This is an optimization exercise on Yosys and OpenROAD, whose aim is small area and a short achievable clock period, not a production implementation.
The RTL was checked by simulation tests, not by an equivalence proof against the original design.
Power is estimated from default activity; no workload was simulated.

==> 04-05 <==
Design mips_pipe, start of the top module:
module mips_pipe (
    input         clk,
    input         rst_n,
    input         irq,
    output [31:0] imem_addr,
    input  [31:0] imem_data,
    output        dmem_re,
    output        dmem_we,
    output [31:0] dmem_addr,
    output [31:0] dmem_wdata,
    input  [31:0] dmem_rdata
);
    reg  [31:0] PC;
    reg  [31:0] ID_I;         
    reg  [31:0] ID_PC4;       
    reg         EX_B, EX_J, EX_re, EX_we, EX_wr, EX_link, EX_IRQ;
    reg         EX_beq, EX_bne, EX_blez, EX_bgtz, EX_bltz;
    reg         EX_ssum, EX_sand, EX_sor, EX_sxor, EX_snor, EX_ssh, EX_sslt;
    reg         EX_sub, EX_sltu, EX_sll, EX_sra;
    reg  [1:0]  EX_bIRQ;
    reg  [4:0]  EX_Rt, EX_dst;
    reg  [31:0] EX_A, EX_Bv, EX_P;
    reg         MEM_re, MEM_we, MEM_wr, MEM_link, MEM_IRQ, MEM_tk;
    reg  [4:0]  MEM_dst;
    reg  [31:0] MEM_ALUOut, MEM_X;
    wire [31:0] PC4 = {PC[31], PC[30:0] + 31'd4};
    wire IRQ = irq & ~PC[31];
    wire [5:0] op = ID_I[31:26];
    wire [5:0] fn = ID_I[5:0];
    wire [4:0] Rs = ID_I[25:21];
    wire [4:0] Rt = ID_I[20:16];
    wire [4:0] Rd = ID_I[15:11];
    wire [15:0] imm = ID_I[15:0];
    wire opR    = op == 6'h00;
    wire opJ    = op == 6'h02;
    wire opJAL  = op == 6'h03;
    wire opLW   = op == 6'h23;
    wire opSW   = op == 6'h2b;
    wire opBEQ  = op == 6'h04;
    wire opBNE  = op == 6'h05;
    wire opBLEZ = op == 6'h06;
    wire opBGTZ = op == 6'h07;
    wire opBLTZ = op == 6'h01;
    wire opB    = opBEQ | opBNE | opBLEZ | opBGTZ | opBLTZ;
    wire opANDI = op == 6'h0c;
    wire opLUI  = op == 6'h0f;
    wire opSLTI = op == 6'h0a;
    wire opSLTIU = op == 6'h0b;
    wire opI    = op == 6'h08 || op == 6'h09 || opSLTI || opSLTIU || opANDI || opLUI;
    wire exc = ~(opR | opJ | opJAL | opLW | opSW | opB | opI);
    wire fJR   = opR && fn == 6'h08;
    wire fJALR = opR && fn == 6'h09;
    wire isJ   = opJ | opJAL | fJR | fJALR;
  ...
clock: 10.5 ns
lec_check: 0
cap_margin: 20
core_margin: 2
core_utilization: 40
setup_slack_margin: 5
slew_margin: 20
run.sh (not shown) runs the stock make flow with config.mk's settings and CLKGATE_MAP_FILE= SYNTH_SCRIPT=/design/flow/synth_recipe.tcl, a recipe that flattens the netlist after the stock synthesis.
==> 11-08: changes against 04-05 <==
--- a/flow/design.v
+++ b/flow/design.v
@@ -1,15 +1,15 @@
 module RegFile (
     input         clk,
     input         rst_n,
     input         we,
     input  [4:0]  wa,
     input  [31:0] wd,
-    input  [4:0]  ra1,
+    input  [11:0] ra1,
     output [31:0] rd1,
-    input  [4:0]  ra2,
+    input  [11:0] ra2,
     output [31:0] rd2
 );
     wire [31:0] q [1:31];
     wire [31:1] valid;
     wire [31:1] sel1, sel2;
     genvar g;
@@ -22,14 +22,14 @@
                 if (wr) d <= wd;
             always @(posedge clk or negedge rst_n)
                 if (~rst_n) v <= 1'b0;
                 else if (wr) v <= 1'b1;
             assign valid[g] = v;
             assign q[g] = d;
-            assign sel1[g] = valid[g] && (ra1 == g);
-            assign sel2[g] = valid[g] && (ra2 == g);
+            assign sel1[g] = valid[g] && ra1[8 + g / 8] && ra1[g % 8];
+            assign sel2[g] = valid[g] && ra2[8 + g / 8] && ra2[g % 8];
         end
     endgenerate
     reg [31:0] r1, r2;
     integer i;
     always @* begin
         r1 = 32'b0;
@@ -54,17 +54,17 @@
     output [31:0] dmem_wdata,
     input  [31:0] dmem_rdata
 );
     reg  [31:0] PC;
     reg  [31:0] ID_I;         
     reg  [31:0] ID_PC4;       
+    reg  [11:0] ID_rs, ID_rt;  
     reg         EX_B, EX_J, EX_re, EX_we, EX_wr, EX_link, EX_IRQ;
     reg         EX_beq, EX_bne, EX_blez, EX_bgtz, EX_bltz;
     reg         EX_ssum, EX_sand, EX_sor, EX_sxor, EX_snor, EX_ssh, EX_sslt;
     reg         EX_sub, EX_sltu, EX_sll, EX_sra;
-    reg  [1:0]  EX_bIRQ;
     reg  [4:0]  EX_Rt, EX_dst;
     reg  [31:0] EX_A, EX_Bv, EX_P;
     reg         MEM_re, MEM_we, MEM_wr, MEM_link, MEM_IRQ, MEM_tk;
     reg  [4:0]  MEM_dst;
     reg  [31:0] MEM_ALUOut, MEM_X;
     wire [31:0] PC4 = {PC[31], PC[30:0] + 31'd4};
@@ -116,39 +116,39 @@
     wire [31:0] rf1, rf2;
     wire [31:0] DataBusC;
     wire        rf_we = MEM_wr | MEM_IRQ;
     RegFile rgf (
         .clk(clk), .rst_n(rst_n),
         .we(rf_we), .wa(MEM_dst), .wd(DataBusC),
-        .ra1(Rs), .rd1(rf1),
-        .ra2(Rt), .rd2(rf2));
+        .ra1(ID_rs), .rd1(rf1),
+        .ra2(ID_rt), .rd2(rf2));
     wire bypA = MEM_wr && MEM_dst == Rs;
     wire bypB = MEM_wr && MEM_dst == Rt;
-    wire [31:0] valA = bypA ? DataBusC : fSH ? {27'b0, ID_I[10:6]} : rf1;
-    wire [31:0] valB = bypB ? DataBusC : rf2;
     wire [31:0] res;
     wire fwdA = EX_wr && EX_dst == Rs;
     wire fwdB = EX_wr && EX_dst == Rt;
-    wire [31:0] opA  = fwdA ? res : valA;
-    wire [31:0] rtv  = fwdB ? res : valB;
     wire [31:0] ext = {opANDI ? 16'h0000 : {16{imm[15]}}, imm};
     wire [31:0] luout = opLUI ? {imm, 16'h0000} : ext;
-    wire [31:0] conba = {ID_PC4[31], ID_PC4[30:0] + {ext[28:0], 2'b00}};
+    wire [31:0] sext = {{16{imm[15]}}, imm};
+    wire [31:0] conba = {ID_PC4[31], ID_PC4[30:0] + {sext[28:0], 2'b00}};
     wire hazard = EX_re && (EX_Rt == Rs || EX_Rt == Rt);
     wire taken;
     wire kill = hazard | taken | IRQ;
-    reg [31:0] PC_base;
-    always @* begin
-        if (IRQ)       PC_base = 32'h80000004;
-        else if (EX_B) PC_base = PC4;
-        else if (exc)  PC_base = 32'h80000008;
-        else if (opJ | opJAL) PC_base = {PC4[31:28], ID_I[25:0], 2'b00};
-        else if (fJR | fJALR) PC_base = rf1;
-        else           PC_base = PC4;
-    end
-    wire [31:0] PC_next = (taken & ~IRQ) ? EX_P : PC_base;
+    wire pc_irq = IRQ;
+    wire pc_tk  = ~IRQ & taken;
+    wire pc_id  = ~IRQ & ~taken & ~EX_B;
+    wire pc_exc = pc_id & exc;
+    wire pc_j   = pc_id & ~exc & (opJ | opJAL);
+    wire pc_jr  = pc_id & ~exc & (fJR | fJALR);
+    wire pc_4   = ~IRQ & ~taken & (EX_B | ~(exc | opJ | opJAL | fJR | fJALR));
+    wire [31:0] PC_next = ({32{pc_irq}} & 32'h80000004)
+                        | ({32{pc_tk}}  & EX_P)
+                        | ({32{pc_4}}   & PC4)
+                        | ({32{pc_exc}} & 32'h80000008)
+                        | ({32{pc_j}}   & {PC4[31:28], ID_I[25:0], 2'b00})
+                        | ({32{pc_jr}}  & rf1);
     always @(posedge clk or negedge rst_n) begin
         if (~rst_n)
             PC <= 32'h80000000;
         else if (~hazard)
             PC <= PC_next;
     end
@@ -159,12 +159,20 @@
             ID_I <= 32'b0;
         else if (~hazard)
             ID_I <= imem_data;
     end
     always @(posedge clk)
         ID_PC4 <= PC4;
+    always @(posedge clk)
+        if (isJ | taken | IRQ) begin
+            ID_rs <= 12'b0;
+            ID_rt <= 12'b0;
+        end else if (~hazard) begin
+            ID_rs <= {4'b0001 << imem_data[25:24], 8'b00000001 << imem_data[23:21]};
+            ID_rt <= {4'b0001 << imem_data[20:19], 8'b00000001 << imem_data[18:16]};
+        end
     always @(posedge clk or negedge rst_n) begin
         if (~rst_n) begin
             EX_B <= 1'b0; EX_J <= 1'b0; EX_re <= 1'b0; EX_we <= 1'b0;
             EX_wr <= 1'b0; EX_IRQ <= 1'b0;
             EX_beq <= 1'b0; EX_bne <= 1'b0; EX_blez <= 1'b0;
             EX_bgtz <= 1'b0; EX_bltz <= 1'b0;
@@ -179,31 +187,63 @@
             EX_bne  <= ~kill & opBNE;
             EX_blez <= ~kill & opBLEZ;
             EX_bgtz <= ~kill & opBGTZ;
             EX_bltz <= ~kill & opBLTZ;
         end
     end
+    wire irq_next = ~taken & (EX_J | MEM_tk);
+    wire a_res = ~IRQ & fwdA;
+    wire a_pc4 = IRQ & irq_next;
+    wire a_id4 = IRQ & ~irq_next;
+    wire a_byp = ~IRQ & ~fwdA & bypA;
+    wire a_sh  = ~IRQ & ~fwdA & ~bypA & fSH;
+    wire a_rf  = ~IRQ & ~fwdA & ~bypA & ~fSH;
+    wire [31:0] EX_A_n = ({32{a_res}} & res)
+                       | ({32{a_pc4}} & PC4)
+                       | ({32{a_id4}} & ID_PC4)
+                       | ({32{a_byp}} & DataBusC)
+                       | ({32{a_sh}}  & {27'b0, ID_I[10:6]})
+                       | ({32{a_rf}}  & rf1);
+    wire b_irq = IRQ;
+    wire b_imm = ~IRQ & srcImm;
+    wire b_res = ~IRQ & ~srcImm & fwdB;
+    wire b_byp = ~IRQ & ~srcImm & ~fwdB & bypB;
+    wire b_rf  = ~IRQ & ~srcImm & ~fwdB & ~bypB;
+    wire [31:0] EX_Bv_n = ({32{b_irq}} & {29'h1fffffff, ~taken, 2'b00})
+                        | ({32{b_imm}} & luout)
+                        | ({32{b_res}} & res)
+                        | ({32{b_byp}} & DataBusC)
+                        | ({32{b_rf}}  & rf2);
+    wire p_res = opSW & fwdB;
+    wire p_byp = opSW & ~fwdB & bypB;
+    wire p_rf  = opSW & ~fwdB & ~bypB;
+    wire p_ba  = ~opSW & opB;
+    wire p_pc4 = ~opSW & ~opB;
+    wire [31:0] EX_P_n = ({32{p_res}} & res)
+                       | ({32{p_byp}} & DataBusC)
+                       | ({32{p_rf}}  & rf2)
+                       | ({32{p_ba}}  & conba)
+                       | ({32{p_pc4}} & ID_PC4);
     always @(posedge clk) begin
-        EX_link <= link;
-        EX_ssum <= aSUM;
-        EX_sand <= aAND;
-        EX_sor  <= rOR;
-        EX_sxor <= rXOR;
-        EX_snor <= rNOR;
-        EX_ssh  <= fSH;
-        EX_sslt <= aSLT;
-        EX_sub  <= rSUB | aSLT;
+        EX_link <= link & ~IRQ;
+        EX_ssum <= aSUM | IRQ;
+        EX_sand <= aAND & ~IRQ;
+        EX_sor  <= rOR & ~IRQ;
+        EX_sxor <= rXOR & ~IRQ;
+        EX_snor <= rNOR & ~IRQ;
+        EX_ssh  <= fSH & ~IRQ;
+        EX_sslt <= aSLT & ~IRQ;
+        EX_sub  <= (rSUB | aSLT) & ~IRQ;
         EX_sltu <= aSLTU;
         EX_sll  <= rSLL;
         EX_sra  <= rSRA;
-        EX_bIRQ <= taken ? 2'b01 : (EX_J | MEM_tk) ? 2'b10 : 2'b00;
         EX_Rt   <= Rt;
         EX_dst  <= IRQ ? 5'd26 : dst;
-        EX_A    <= opA;
-        EX_Bv   <= srcImm ? luout : rtv;
-        EX_P    <= IRQ ? ID_PC4 : opSW ? rtv : opB ? conba : ID_PC4;
+        EX_A    <= EX_A_n;
+        EX_Bv   <= EX_Bv_n;
+        EX_P    <= EX_P_n;
     end
     wire [31:0] A = EX_A;
     wire [31:0] B = EX_Bv;
     wire [32:0] sum = {A, 1'b1} + {B ^ {32{EX_sub}}, EX_sub};
     wire [31:0] s = sum[32:1];
     wire lt = (EX_sltu && (A[31] ^ B[31])) ? B[31] : s[31];
@@ -229,14 +269,12 @@
                | ({32{EX_snor}} & ~(A | B))
                | ({32{EX_ssh}}  & shout)
                | {31'b0, EX_sslt & lt};
     wire eq = A == B;
     assign taken = (EX_beq & eq) | (EX_bne & ~eq) | (EX_blez & (A[31] | eq)) |
                    (EX_bgtz & ~(A[31] | eq)) | (EX_bltz & A[31]);
-    wire [31:0] tsrc = EX_bIRQ[1] ? ID_PC4 : EX_P;
-    wire [31:0] irq_tgt = tsrc - ((EX_bIRQ == 2'b01) ? 32'd8 : 32'd4);
     always @(posedge clk or negedge rst_n) begin
         if (~rst_n) begin
             MEM_re <= 1'b0; MEM_we <= 1'b0; MEM_wr <= 1'b0;
             MEM_IRQ <= 1'b0; MEM_tk <= 1'b0;
         end else begin
             MEM_re  <= EX_re;
@@ -247,16 +285,15 @@
         end
     end
     always @(posedge clk) begin
         MEM_link   <= EX_link;
         MEM_dst    <= EX_dst;
         MEM_ALUOut <= res;
-        MEM_X      <= EX_IRQ ? irq_tgt : EX_P;
-    end
-    assign DataBusC = (MEM_link | MEM_IRQ) ? MEM_X :
-                      MEM_re ? dmem_rdata : MEM_ALUOut;
+        MEM_X      <= EX_P;
+    end
+    assign DataBusC = MEM_link ? MEM_X : MEM_re ? dmem_rdata : MEM_ALUOut;
     assign imem_addr  = PC;
     assign dmem_re    = MEM_re;
     assign dmem_we    = MEM_we;
     assign dmem_addr  = MEM_ALUOut;
     assign dmem_wdata = MEM_X;
 endmodule
==> flow/flow/run.sh (new file) <==
#!/bin/bash
set -euo pipefail
MARGIN=${MARGIN:-6.9}
PORTBUF=${PORTBUF:-sky130_fd_sc_hd__buf_2}
bash standard.sh synth > log_synth.txt 2>&1
for step in floorplan place cts route finish; do
  bash standard.sh "SETUP_SLACK_MARGIN=$MARGIN" \
    "BUFFER_PORTS_ARGS=-buffer_cell $PORTBUF" $step > log_$step.txt 2>&1
done
test -f out/final.def
==> flow/standard.sh (new file) <==
#!/bin/bash
# synth_recipe.tcl (not shown) runs the flow's synth.tcl, then flattens the netlist and writes it again
# the make line also repeats each setting of config.mk as NAME=value (left out here)
make -C /OpenROAD-flow-scripts/flow DESIGN_CONFIG=/design/flow/config.mk WORK_HOME=/design/flow/orfs CLKGATE_MAP_FILE= SYNTH_SCRIPT=/design/flow/synth_recipe.tcl "${@:-finish}"
- CORE_UTILIZATION: 40 -> 60
- CTS_CLUSTER_DIAMETER: not set -> 100
- CTS_CLUSTER_SIZE: not set -> 22
- SETUP_SLACK_MARGIN: 5 -> not set
removed: flow/run.sh
==> 02-22: changes against 04-05 <==
--- a/flow/design.v
+++ b/flow/design.v
@@ -1,15 +1,15 @@
 module RegFile (
     input         clk,
     input         rst_n,
     input         we,
     input  [4:0]  wa,
     input  [31:0] wd,
-    input  [4:0]  ra1,
+    input  [11:0] ra1,
     output [31:0] rd1,
-    input  [4:0]  ra2,
+    input  [11:0] ra2,
     output [31:0] rd2
 );
     wire [31:0] q [1:31];
     wire [31:1] valid;
     wire [31:1] sel1, sel2;
     genvar g;
@@ -22,14 +22,14 @@
                 if (wr) d <= wd;
             always @(posedge clk or negedge rst_n)
                 if (~rst_n) v <= 1'b0;
                 else if (wr) v <= 1'b1;
             assign valid[g] = v;
             assign q[g] = d;
-            assign sel1[g] = valid[g] && (ra1 == g);
-            assign sel2[g] = valid[g] && (ra2 == g);
+            assign sel1[g] = valid[g] && ra1[8 + g / 8] && ra1[g % 8];
+            assign sel2[g] = valid[g] && ra2[8 + g / 8] && ra2[g % 8];
         end
     endgenerate
     reg [31:0] r1, r2;
     integer i;
     always @* begin
         r1 = 32'b0;
@@ -54,17 +54,17 @@
     output [31:0] dmem_wdata,
     input  [31:0] dmem_rdata
 );
     reg  [31:0] PC;
     reg  [31:0] ID_I;         
     reg  [31:0] ID_PC4;       
+    reg  [11:0] ID_rs, ID_rt;  
     reg         EX_B, EX_J, EX_re, EX_we, EX_wr, EX_link, EX_IRQ;
     reg         EX_beq, EX_bne, EX_blez, EX_bgtz, EX_bltz;
     reg         EX_ssum, EX_sand, EX_sor, EX_sxor, EX_snor, EX_ssh, EX_sslt;
     reg         EX_sub, EX_sltu, EX_sll, EX_sra;
-    reg  [1:0]  EX_bIRQ;
     reg  [4:0]  EX_Rt, EX_dst;
     reg  [31:0] EX_A, EX_Bv, EX_P;
     reg         MEM_re, MEM_we, MEM_wr, MEM_link, MEM_IRQ, MEM_tk;
     reg  [4:0]  MEM_dst;
     reg  [31:0] MEM_ALUOut, MEM_X;
     wire [31:0] PC4 = {PC[31], PC[30:0] + 31'd4};
@@ -116,26 +116,27 @@
     wire [31:0] rf1, rf2;
     wire [31:0] DataBusC;
     wire        rf_we = MEM_wr | MEM_IRQ;
     RegFile rgf (
         .clk(clk), .rst_n(rst_n),
         .we(rf_we), .wa(MEM_dst), .wd(DataBusC),
-        .ra1(Rs), .rd1(rf1),
-        .ra2(Rt), .rd2(rf2));
+        .ra1(ID_rs), .rd1(rf1),
+        .ra2(ID_rt), .rd2(rf2));
     wire bypA = MEM_wr && MEM_dst == Rs;
     wire bypB = MEM_wr && MEM_dst == Rt;
     wire [31:0] valA = bypA ? DataBusC : fSH ? {27'b0, ID_I[10:6]} : rf1;
     wire [31:0] valB = bypB ? DataBusC : rf2;
     wire [31:0] res;
     wire fwdA = EX_wr && EX_dst == Rs;
     wire fwdB = EX_wr && EX_dst == Rt;
     wire [31:0] opA  = fwdA ? res : valA;
     wire [31:0] rtv  = fwdB ? res : valB;
     wire [31:0] ext = {opANDI ? 16'h0000 : {16{imm[15]}}, imm};
     wire [31:0] luout = opLUI ? {imm, 16'h0000} : ext;
-    wire [31:0] conba = {ID_PC4[31], ID_PC4[30:0] + {ext[28:0], 2'b00}};
+    wire [31:0] sext = {{16{imm[15]}}, imm};
+    wire [31:0] conba = {ID_PC4[31], ID_PC4[30:0] + {sext[28:0], 2'b00}};
     wire hazard = EX_re && (EX_Rt == Rs || EX_Rt == Rt);
     wire taken;
     wire kill = hazard | taken | IRQ;
     reg [31:0] PC_base;
     always @* begin
         if (IRQ)       PC_base = 32'h80000004;
@@ -159,12 +160,20 @@
             ID_I <= 32'b0;
         else if (~hazard)
             ID_I <= imem_data;
     end
     always @(posedge clk)
         ID_PC4 <= PC4;
+    always @(posedge clk)
+        if (isJ | taken | IRQ) begin
+            ID_rs <= 12'b0;
+            ID_rt <= 12'b0;
+        end else if (~hazard) begin
+            ID_rs <= {4'b0001 << imem_data[25:24], 8'b00000001 << imem_data[23:21]};
+            ID_rt <= {4'b0001 << imem_data[20:19], 8'b00000001 << imem_data[18:16]};
+        end
     always @(posedge clk or negedge rst_n) begin
         if (~rst_n) begin
             EX_B <= 1'b0; EX_J <= 1'b0; EX_re <= 1'b0; EX_we <= 1'b0;
             EX_wr <= 1'b0; EX_IRQ <= 1'b0;
             EX_beq <= 1'b0; EX_bne <= 1'b0; EX_blez <= 1'b0;
             EX_bgtz <= 1'b0; EX_bltz <= 1'b0;
@@ -179,31 +188,31 @@
             EX_bne  <= ~kill & opBNE;
             EX_blez <= ~kill & opBLEZ;
             EX_bgtz <= ~kill & opBGTZ;
             EX_bltz <= ~kill & opBLTZ;
         end
     end
+    wire irq_next = ~taken & (EX_J | MEM_tk);
     always @(posedge clk) begin
-        EX_link <= link;
-        EX_ssum <= aSUM;
-        EX_sand <= aAND;
-        EX_sor  <= rOR;
-        EX_sxor <= rXOR;
-        EX_snor <= rNOR;
-        EX_ssh  <= fSH;
-        EX_sslt <= aSLT;
-        EX_sub  <= rSUB | aSLT;
+        EX_link <= link & ~IRQ;
+        EX_ssum <= aSUM | IRQ;
+        EX_sand <= aAND & ~IRQ;
+        EX_sor  <= rOR & ~IRQ;
+        EX_sxor <= rXOR & ~IRQ;
+        EX_snor <= rNOR & ~IRQ;
+        EX_ssh  <= fSH & ~IRQ;
+        EX_sslt <= aSLT & ~IRQ;
+        EX_sub  <= (rSUB | aSLT) & ~IRQ;
         EX_sltu <= aSLTU;
         EX_sll  <= rSLL;
         EX_sra  <= rSRA;
-        EX_bIRQ <= taken ? 2'b01 : (EX_J | MEM_tk) ? 2'b10 : 2'b00;
         EX_Rt   <= Rt;
         EX_dst  <= IRQ ? 5'd26 : dst;
-        EX_A    <= opA;
-        EX_Bv   <= srcImm ? luout : rtv;
-        EX_P    <= IRQ ? ID_PC4 : opSW ? rtv : opB ? conba : ID_PC4;
+        EX_A    <= IRQ ? (irq_next ? PC4 : ID_PC4) : opA;
+        EX_Bv   <= IRQ ? {29'h1fffffff, ~taken, 2'b00} : srcImm ? luout : rtv;
+        EX_P    <= opSW ? rtv : opB ? conba : ID_PC4;
     end
     wire [31:0] A = EX_A;
     wire [31:0] B = EX_Bv;
     wire [32:0] sum = {A, 1'b1} + {B ^ {32{EX_sub}}, EX_sub};
     wire [31:0] s = sum[32:1];
     wire lt = (EX_sltu && (A[31] ^ B[31])) ? B[31] : s[31];
@@ -229,14 +238,12 @@
                | ({32{EX_snor}} & ~(A | B))
                | ({32{EX_ssh}}  & shout)
                | {31'b0, EX_sslt & lt};
     wire eq = A == B;
     assign taken = (EX_beq & eq) | (EX_bne & ~eq) | (EX_blez & (A[31] | eq)) |
                    (EX_bgtz & ~(A[31] | eq)) | (EX_bltz & A[31]);
-    wire [31:0] tsrc = EX_bIRQ[1] ? ID_PC4 : EX_P;
-    wire [31:0] irq_tgt = tsrc - ((EX_bIRQ == 2'b01) ? 32'd8 : 32'd4);
     always @(posedge clk or negedge rst_n) begin
         if (~rst_n) begin
             MEM_re <= 1'b0; MEM_we <= 1'b0; MEM_wr <= 1'b0;
             MEM_IRQ <= 1'b0; MEM_tk <= 1'b0;
         end else begin
             MEM_re  <= EX_re;
@@ -247,16 +254,15 @@
         end
     end
     always @(posedge clk) begin
         MEM_link   <= EX_link;
         MEM_dst    <= EX_dst;
         MEM_ALUOut <= res;
-        MEM_X      <= EX_IRQ ? irq_tgt : EX_P;
-    end
-    assign DataBusC = (MEM_link | MEM_IRQ) ? MEM_X :
-                      MEM_re ? dmem_rdata : MEM_ALUOut;
+        MEM_X      <= EX_P;
+    end
+    assign DataBusC = MEM_link ? MEM_X : MEM_re ? dmem_rdata : MEM_ALUOut;
     assign imem_addr  = PC;
     assign dmem_re    = MEM_re;
     assign dmem_we    = MEM_we;
     assign dmem_addr  = MEM_ALUOut;
     assign dmem_wdata = MEM_X;
 endmodule
==> flow/flow/run.sh (new file) <==
#!/bin/bash
set -euo pipefail
MARGIN=${MARGIN:-6.9}
PORTBUF=${PORTBUF:-sky130_fd_sc_hd__buf_2}
bash standard.sh synth > log_synth.txt 2>&1
for step in floorplan place cts route finish; do
  bash standard.sh "SETUP_SLACK_MARGIN=$MARGIN" \
    "BUFFER_PORTS_ARGS=-buffer_cell $PORTBUF" $step > log_$step.txt 2>&1
done
test -f out/final.def
==> flow/standard.sh (new file) <==
#!/bin/bash
# synth_recipe.tcl (not shown) runs the flow's synth.tcl, then flattens the netlist and writes it again
# the make line also repeats each setting of config.mk as NAME=value (left out here)
make -C /OpenROAD-flow-scripts/flow DESIGN_CONFIG=/design/flow/config.mk WORK_HOME=/design/flow/orfs CLKGATE_MAP_FILE= SYNTH_SCRIPT=/design/flow/synth_recipe.tcl "${@:-finish}"
- CTS_CLUSTER_DIAMETER: not set -> 100
- CTS_CLUSTER_SIZE: not set -> 22
- SETUP_SLACK_MARGIN: 5 -> not set
removed: flow/run.sh
==> results.txt <==
- 11-08 finished with timing, DRC and antenna clean. 04-05 completed with no timing, DRC or antenna violations. 02-22 produced a clean layout.
- In 11-08 the first-iteration DRC count is larger than in 02-22, by 9.0%.
- Sequential power: 02-22 > 04-05 > 11-08.
- Between 11-08 and 04-05, the lower routed wire length is in 11-08 (gap about 4.3%, measured against 04-05).
- Via count, lowest first: 02-22, 04-05, 11-08.
- Against 04-05, the die area of 02-22 is smaller by about 0.44%.

## re-timing with driven ports
No port has a modelled driver above. Below, the same layouts with a new extraction and two added sets of constraints.
Step 1 assumes that a clkbuf_16 drives the clock port and a buf_2 every other input.
Step 2, shift: input delay + t, output delay - t, t = (earliest + latest rising clock arrival at the registers) / 2. This alone moves slack from input paths to output paths.
a / b / c = ideal ports / drivers / drivers and shift; a / b = the first two.
run	t (ns)	setup WS [ns]	worst register clock-pin slew, ns	cell pins on the clock port's net
04-05	0.889	5.387 / 5.387 / 5.082	0.07 / 0.07	1
11-08	0.808	6.659 / 6.659 / 6.115	0.11 / 0.11	1
02-22	0.812	6.765 / 6.765 / 6.091	0.10 / 0.10	1
After both steps every run listed still meets setup and hold. For 02-22, which loses most, drivers alone change the setup slack by 0.000 ns; drivers and shift together by -0.674 ns.
